This is an optimization exercise on Yosys and OpenROAD, whose aim is small area and a short achievable clock period, not a production implementation.
Where RTL was checked, it was by simulation tests only, not by an equivalence proof against the original.

## PE
module PE#(
    parameter d_width = 32,
    parameter a_width = 8,
    parameter iact_size =  5,
    parameter kernel_size = 3
)
(
    input start,
    input clk, rst_n,
    input [d_width -1 : 0] weight,
    input [d_width -1 : 0] iact,
    output reg load_weight,
    output reg load_iact,
    output reg done,
    output reg [d_width -1 : 0] pe_out
);
Size in the first run: roughly 440 flip-flops, roughly 100 I/O pins.
Settings: LEC_CHECK=0, CAP_MARGIN=20, CORE_MARGIN=2, CORE_UTILIZATION=60, CTS_BUF_LIST=sky130_fd_sc_hd__clkbuf_16, CTS_CLUSTER_DIAMETER=60, CTS_CLUSTER_SIZE=30, SLEW_MARGIN=20, BUFFER_PORTS_ARGS=-buffer_cell sky130_fd_sc_hd__buf_2, SETUP_SLACK_MARGIN=6.8, SETUP_MOVE_SEQUENCE=sizeup,swap; clock period 10.0 ns.
standard.sh (not shown) runs the stock make flow with config.mk's settings and CLKGATE_MAP_FILE= SYNTH_SCRIPT=/design/flow/synth_recipe.tcl, a recipe that flattens the netlist after the stock synthesis.
==> flow/flow/run.sh <==
#!/bin/bash
# Layout flow: the standard layout (standard.sh) with these changes:
#  - the port buffers are buf_2 cells instead of the cell buffer_ports picks;
#  - timing repair aims at 6.8 ns of setup slack at the 10 ns clock, and
#    may only resize cells and swap pins (no buffers, no cloning).
set -euo pipefail
cat >> config.mk <<'EOC'
export BUFFER_PORTS_ARGS = -buffer_cell sky130_fd_sc_hd__buf_2
export SETUP_SLACK_MARGIN = 6.8
export SETUP_MOVE_SEQUENCE = sizeup,swap
EOC
bash standard.sh > standard.log 2>&1
==> next run, changes <==
--- a/flow/design.v
+++ b/flow/design.v
@@ -19,31 +19,30 @@
                     (cnt == 5'd27) ? 5'd0 : cnt + 5'd1;
     always @(posedge clk or negedge rst_n)
         if (!rst_n) cnt <= 5'd0;
         else cnt <= nc;
     reg ld_i;    
     reg ld_w;    
     reg clr;     
     reg tap4;    
     reg hold;    
     reg outp;    
+    always @(posedge clk) begin
+        ld_i <= (nc >= 5'd1) && (nc <= 5'd5);
+        ld_w <= (nc >= 5'd7) && (nc <= 5'd9);
+        clr  <= (nc == 5'd9) || (nc == 5'd14) || (nc == 5'd18);
+        tap4 <= (nc == 5'd14) || (nc == 5'd18) || (nc == 5'd19) || (nc == 5'd20);
+        hold <= (nc == 5'd12);
+    end
     always @(posedge clk or negedge rst_n)
-        if (!rst_n) begin
-            ld_i <= 1'b0; ld_w <= 1'b0; clr <= 1'b0; tap4 <= 1'b0; hold <= 1'b0; outp <= 1'b0;
-        end else begin
-            ld_i <= (nc >= 5'd1) && (nc <= 5'd5);
-            ld_w <= (nc >= 5'd7) && (nc <= 5'd9);
-            clr  <= (nc == 5'd9) || (nc == 5'd14) || (nc == 5'd18);
-            tap4 <= (nc == 5'd14) || (nc == 5'd18) || (nc == 5'd19) || (nc == 5'd20);
-            hold <= (nc == 5'd12);
-            outp <= (nc == 5'd14) || (nc == 5'd18) || (nc == 5'd22);
-        end
+        if (!rst_n) outp <= 1'b0;
+        else outp <= (nc == 5'd14) || (nc == 5'd18) || (nc == 5'd22);
     reg [31:0] r0, r1, r2, r3, r4;
     reg [31:0] w0, w1, w2;
     always @(posedge clk) begin
         r0 <= r1; r1 <= r2; r2 <= r3; r3 <= r4; r4 <= ld_i ? iact : r0;
         w0 <= w1; w1 <= w2; w2 <= ld_w ? weight : w0;
     end
     wire [31:0] a = w0;
     wire [32:0] bx = {tap4 ? r0 : r2, 1'b0};
     reg [15:0] one, two, neg;
     integer k;
Critical path depth decreases by 5.
Die area is about the same.
Design area drops by about 0.7%.
Maximum frequency came out lower by 1.3%.
Count of clock-buffer cells in the layout is higher by 7.
Clock skew grows by 0.0085 ns.
First-iteration DRC count shrinks by 5.2%.
Utilization fell by 0.49 points.
Routed wire length is lower by 0.71%.
Final cell count is about the same.
The RTL of the second run of this note was laid out without a check of its function.

---

Another version of the RTL of PE (not shown whole).
Size: roughly 480 flip-flops, ~100 I/O pins, ~28000 µm² of cells after synthesis.
==> flow/design.v (excerpt) <==
module PE#(
    parameter d_width = 32,
    parameter a_width = 8,
    parameter iact_size =  5,
    parameter kernel_size = 3
)
(
    input start,
    input clk, rst_n,
    input [d_width -1 : 0] weight,
    input [d_width -1 : 0] iact,
    output reg load_weight,
    output reg load_iact,
    output reg done,
    output reg [d_width -1 : 0] pe_out
);
    reg [4:0] cnt;
    wire [4:0] nc = (cnt == 5'd0) ? (start ? 5'd1 : 5'd0) :
                    (cnt == 5'd27) ? 5'd0 : cnt + 5'd1;
    always @(posedge clk or negedge rst_n)
        if (!rst_n) cnt <= 5'd0;
        else cnt <= nc;
    reg ld_i;    
    reg ld_w;    
    reg clr;     
    reg tap4;    
    reg hold;    
    reg outp;    
    always @(posedge clk or negedge rst_n)
        if (!rst_n) begin
            ld_i <= 1'b0; ld_w <= 1'b0; clr <= 1'b0; tap4 <= 1'b0; hold <= 1'b0; outp <= 1'b0;
        end else begin
            ld_i <= (nc >= 5'd1) && (nc <= 5'd5);
            ld_w <= (nc >= 5'd7) && (nc <= 5'd9);
            clr  <= (nc == 5'd9) || (nc == 5'd14) || (nc == 5'd18);
            tap4 <= (nc == 5'd14) || (nc == 5'd18) || (nc == 5'd19) || (nc == 5'd20);
            hold <= (nc == 5'd12);
            outp <= (nc == 5'd14) || (nc == 5'd18) || (nc == 5'd22);
        end
    reg [31:0] r0, r1, r2, r3, r4;
    reg [31:0] w0, w1, w2;
    reg [31:0] a;           
    always @(posedge clk) begin
        r0 <= r1; r1 <= r2; r2 <= r3; r3 <= r4; r4 <= ld_i ? iact : r0;
        w0 <= w1; w1 <= w2; w2 <= ld_w ? weight : w0;
        a <= tap4 ? r0 : r2;
    end
    wire [32:0] bx = {w1, 1'b0};
    reg [15:0] one, two, neg;
    integer k;
    always @(posedge clk)
        for (k = 0; k < 16; k = k + 1) begin
  ...
Settings: LEC_CHECK=0, CAP_MARGIN=20, CORE_MARGIN=2, CORE_UTILIZATION=60, CTS_BUF_LIST=sky130_fd_sc_hd__clkbuf_16, CTS_CLUSTER_DIAMETER=60, CTS_CLUSTER_SIZE=30, SLEW_MARGIN=20, BUFFER_PORTS_ARGS=-buffer_cell sky130_fd_sc_hd__buf_2, SETUP_SLACK_MARGIN=6.8, SETUP_MOVE_SEQUENCE=sizeup,swap; clock period 10.0 ns.
Scripts as last shown in full above: flow/flow/run.sh
Next try:
--- a/flow/design.v
+++ b/flow/design.v
@@ -35,21 +35,20 @@
             clr  <= (nc == 5'd9) || (nc == 5'd14) || (nc == 5'd18);
             tap4 <= (nc == 5'd14) || (nc == 5'd18) || (nc == 5'd19) || (nc == 5'd20);
             hold <= (nc == 5'd12);
             outp <= (nc == 5'd14) || (nc == 5'd18) || (nc == 5'd22);
         end
     reg [31:0] r0, r1, r2, r3, r4;
     reg [31:0] w0, w1, w2;
-    reg [31:0] a;           
     always @(posedge clk) begin
         r0 <= r1; r1 <= r2; r2 <= r3; r3 <= r4; r4 <= ld_i ? iact : r0;
         w0 <= w1; w1 <= w2; w2 <= ld_w ? weight : w0;
-        a <= tap4 ? r0 : r2;
     end
-    wire [32:0] bx = {w1, 1'b0};
+    wire [31:0] a = w0;
+    wire [32:0] bx = {tap4 ? r0 : r2, 1'b0};
     reg [15:0] one, two, neg;
     integer k;
     always @(posedge clk)
         for (k = 0; k < 16; k = k + 1) begin
             one[k] <= ~hold & (bx[2*k+1] ^ bx[2*k]);
             two[k] <= ~hold & ((bx[2*k+2] & ~bx[2*k+1] & ~bx[2*k]) | (~bx[2*k+2] & bx[2*k+1] & bx[2*k]));
             neg[k] <= ~hold & bx[2*k+2] & ~(bx[2*k+1] & bx[2*k]);
Synthesized area fell by a few percent. Cell area decreases by a few percent. Non-clock buffer count grows by 1. Wire length fell slightly. Global-route usage rose by 0.11 points.
No functional check of the RTL was part of any run of this note.

---

== v6 ==
Another version of the RTL of PE (not shown whole).
Design PE, start of the top module:
module PE#(
    parameter d_width = 32,
    parameter a_width = 8,
    parameter iact_size =  5,
    parameter kernel_size = 3
)
(
    input start,
    input clk, rst_n,
    input [d_width -1 : 0] weight,
    input [d_width -1 : 0] iact,
    output reg load_weight,
    output reg load_iact,
    output reg done,
    output reg [d_width -1 : 0] pe_out
);
    reg [4:0] cnt;
    wire [4:0] nc = (cnt == 5'd0) ? (start ? 5'd1 : 5'd0) :
                    (cnt == 5'd27) ? 5'd0 : cnt + 5'd1;
    always @(posedge clk or negedge rst_n)
        if (!rst_n) cnt <= 5'd0;
        else cnt <= nc;
    reg ld_i;    
    reg ld_w;    
    reg clr;     
    reg tap4;    
    reg hold;    
    always @(posedge clk) begin
        ld_i <= (nc >= 5'd1) && (nc <= 5'd5);
        ld_w <= (nc >= 5'd7) && (nc <= 5'd9);
        clr  <= (nc == 5'd9) || (nc == 5'd14) || (nc == 5'd18);
        tap4 <= (nc == 5'd14) || (nc == 5'd18) || (nc == 5'd19) || (nc == 5'd20);
        hold <= (nc == 5'd12);
    end
    reg outp;    
    reg keep;    
    always @(posedge clk or negedge rst_n)
        if (!rst_n) begin
            outp <= 1'b0; keep <= 1'b0;
        end else begin
            outp <= (nc == 5'd14) || (nc == 5'd18) || (nc == 5'd22);
            keep <= (nc != 5'd0) && (nc != 5'd14) && (nc != 5'd18) && (nc != 5'd22);
        end
    reg [31:0] r0, r1, r2, r3, r4;
    reg [31:0] w0, w1, w2;
    reg [31:0] a;           
    reg [31:0] an;          
    always @(posedge clk) begin
        r0 <= r1; r1 <= r2; r2 <= r3; r3 <= r4; r4 <= ld_i ? iact : r0;
        w0 <= w1; w1 <= w2; w2 <= ld_w ? weight : w0;
        a <= tap4 ? r0 : r2;
        an <= ~(tap4 ? r0 : r2);
    end
    wire [32:0] bx = {w1, 1'b0};
    reg [15:0] one, two, neg;
    reg [11:0] onen, twon, negn;
    integer k;
  ...
clock: 10.0 ns
lec_check: 0
cap_margin: 20
core_margin: 2
core_utilization: 60
cts_buf_list: sky130_fd_sc_hd__clkbuf_16
cts_cluster_diameter: 60
cts_cluster_size: 30
slew_margin: 20
buffer_ports_args: -buffer_cell sky130_fd_sc_hd__buf_2
setup_slack_margin: 6.8
setup_move_sequence: sizeup,swap
Scripts as last shown in full above: flow/flow/run.sh
The following lists how v7 was set up differently from v6:
diff --git a/flow/design.v b/flow/design.v
--- a/flow/design.v
+++ b/flow/design.v
@@ -20,31 +20,27 @@
     always @(posedge clk or negedge rst_n)
         if (!rst_n) cnt <= 5'd0;
         else cnt <= nc;
     reg ld_i;    
     reg ld_w;    
     reg clr;     
     reg tap4;    
     reg hold;    
-    always @(posedge clk) begin
-        ld_i <= (nc >= 5'd1) && (nc <= 5'd5);
-        ld_w <= (nc >= 5'd7) && (nc <= 5'd9);
-        clr  <= (nc == 5'd9) || (nc == 5'd14) || (nc == 5'd18);
-        tap4 <= (nc == 5'd14) || (nc == 5'd18) || (nc == 5'd19) || (nc == 5'd20);
-        hold <= (nc == 5'd12);
-    end
     reg outp;    
-    reg keep;    
     always @(posedge clk or negedge rst_n)
         if (!rst_n) begin
-            outp <= 1'b0; keep <= 1'b0;
+            ld_i <= 1'b0; ld_w <= 1'b0; clr <= 1'b0; tap4 <= 1'b0; hold <= 1'b0; outp <= 1'b0;
         end else begin
+            ld_i <= (nc >= 5'd1) && (nc <= 5'd5);
+            ld_w <= (nc >= 5'd7) && (nc <= 5'd9);
+            clr  <= (nc == 5'd9) || (nc == 5'd14) || (nc == 5'd18);
+            tap4 <= (nc == 5'd14) || (nc == 5'd18) || (nc == 5'd19) || (nc == 5'd20);
+            hold <= (nc == 5'd12);
             outp <= (nc == 5'd14) || (nc == 5'd18) || (nc == 5'd22);
-            keep <= (nc != 5'd0) && (nc != 5'd14) && (nc != 5'd18) && (nc != 5'd22);
         end
     reg [31:0] r0, r1, r2, r3, r4;
     reg [31:0] w0, w1, w2;
     reg [31:0] a;           
     reg [31:0] an;          
     always @(posedge clk) begin
         r0 <= r1; r1 <= r2; r2 <= r3; r3 <= r4; r4 <= ld_i ? iact : r0;
         w0 <= w1; w1 <= w2; w2 <= ld_w ? weight : w0;
@@ -1560,15 +1556,17 @@
     assign sum[27] = sum_p[27] ^ G1032;
     assign sum[28] = sum_p[28] ^ G1034;
     assign sum[29] = sum_p[29] ^ G1036;
     assign sum[30] = sum_p[30] ^ G1038;
     assign sum[31] = sum_p[31] ^ G1040;
     always @(posedge clk or negedge rst_n)
         if (!rst_n) begin
             load_iact <= 1'b0; load_weight <= 1'b0; done <= 1'b0; pe_out <= 32'd0;
+        end else if (cnt == 5'd0) begin
+            load_iact <= 1'b0; load_weight <= 1'b0; done <= 1'b0; pe_out <= 32'd0;
         end else begin
-            load_iact <= (cnt != 5'd0) && (load_iact || cnt == 5'd6);
-            load_weight <= (cnt != 5'd0) && (load_weight || cnt == 5'd10);
+            if (cnt == 5'd6) load_iact <= 1'b1;
+            if (cnt == 5'd10) load_weight <= 1'b1;
             done <= outp;
-            pe_out <= ({32{outp}} & sum) | ({32{keep}} & pe_out);
+            if (outp) pe_out <= sum;
         end
 endmodule
## What came out
Between v6 and v7, the final design utilization figures differ only marginally.
Looking at netlist area before placement across both flows, v7 is the stronger of the two, with v6 trailing.
[v7 vs v6] non-clock buffer count: lower in v7
Summary of v7 over v6: met2 layer wire length in the routed design fell about 1.5%; sequential share of layout area rose 0.82 points; clock-pin slew of the registers on the worst-case setup and hold paths about even.
met3 capacity usage during global routing for v7: 0.54 points down relative to v6
Global-route usage over all layers in v7 is 0.57 points lower than in v6
Function not checked in v6: the RTL went through the layout flow alone.

-- port drivers added, routing unchanged --
In the flow no input, the clock included, has a driving cell. The finished layouts below were timed again as built, in two steps.
Step 1 sets driving cells, clkbuf_16 on the clock port and buf_2 on the other inputs (assumed; they add their load-dependent delay and slew).
Step 2 also shifts input and output timing later by t, the mid clock arrival at the registers, as if the neighbouring blocks saw the same clock.
Three values: no drivers, after step 1, after step 2; two values: the first two.
| run | t (ns) | setup WS [ns] | worst setup path at the end | slew at the worst register clock pin (ns) | cell pins on the clock port's net |
|---|---|---|---|---|---|
| the first run of note 1 | 0.666 | 6.783 / 6.763 / 6.745 | input to register | 0.10 / 0.10 | 1 |
| the second run of note 1 | 0.629 | 6.741 / 6.741 / 6.564 | input to register | 0.10 / 0.10 | 1 |
| the first run of note 2 | 0.637 | 5.310 / 5.310 / 5.310 | register to register | 0.10 / 0.10 | 1 |
| the second run of note 2 | 0.614 | 5.366 / 5.366 / 5.366 | register to register | 0.10 / 0.10 | 1 |
| v6 | 0.640 | 6.753 / 6.753 / 6.513 | input to register | 0.11 / 0.11 | 1 |
| v7 | 0.628 | 6.853 / 6.792 / 6.717 | input to register | 0.10 / 0.10 | 1 |
After both steps setup and hold are still met in every run listed. For v6, which loses most, drivers alone change the setup slack by 0.000 ns; drivers and shift together by -0.240 ns.
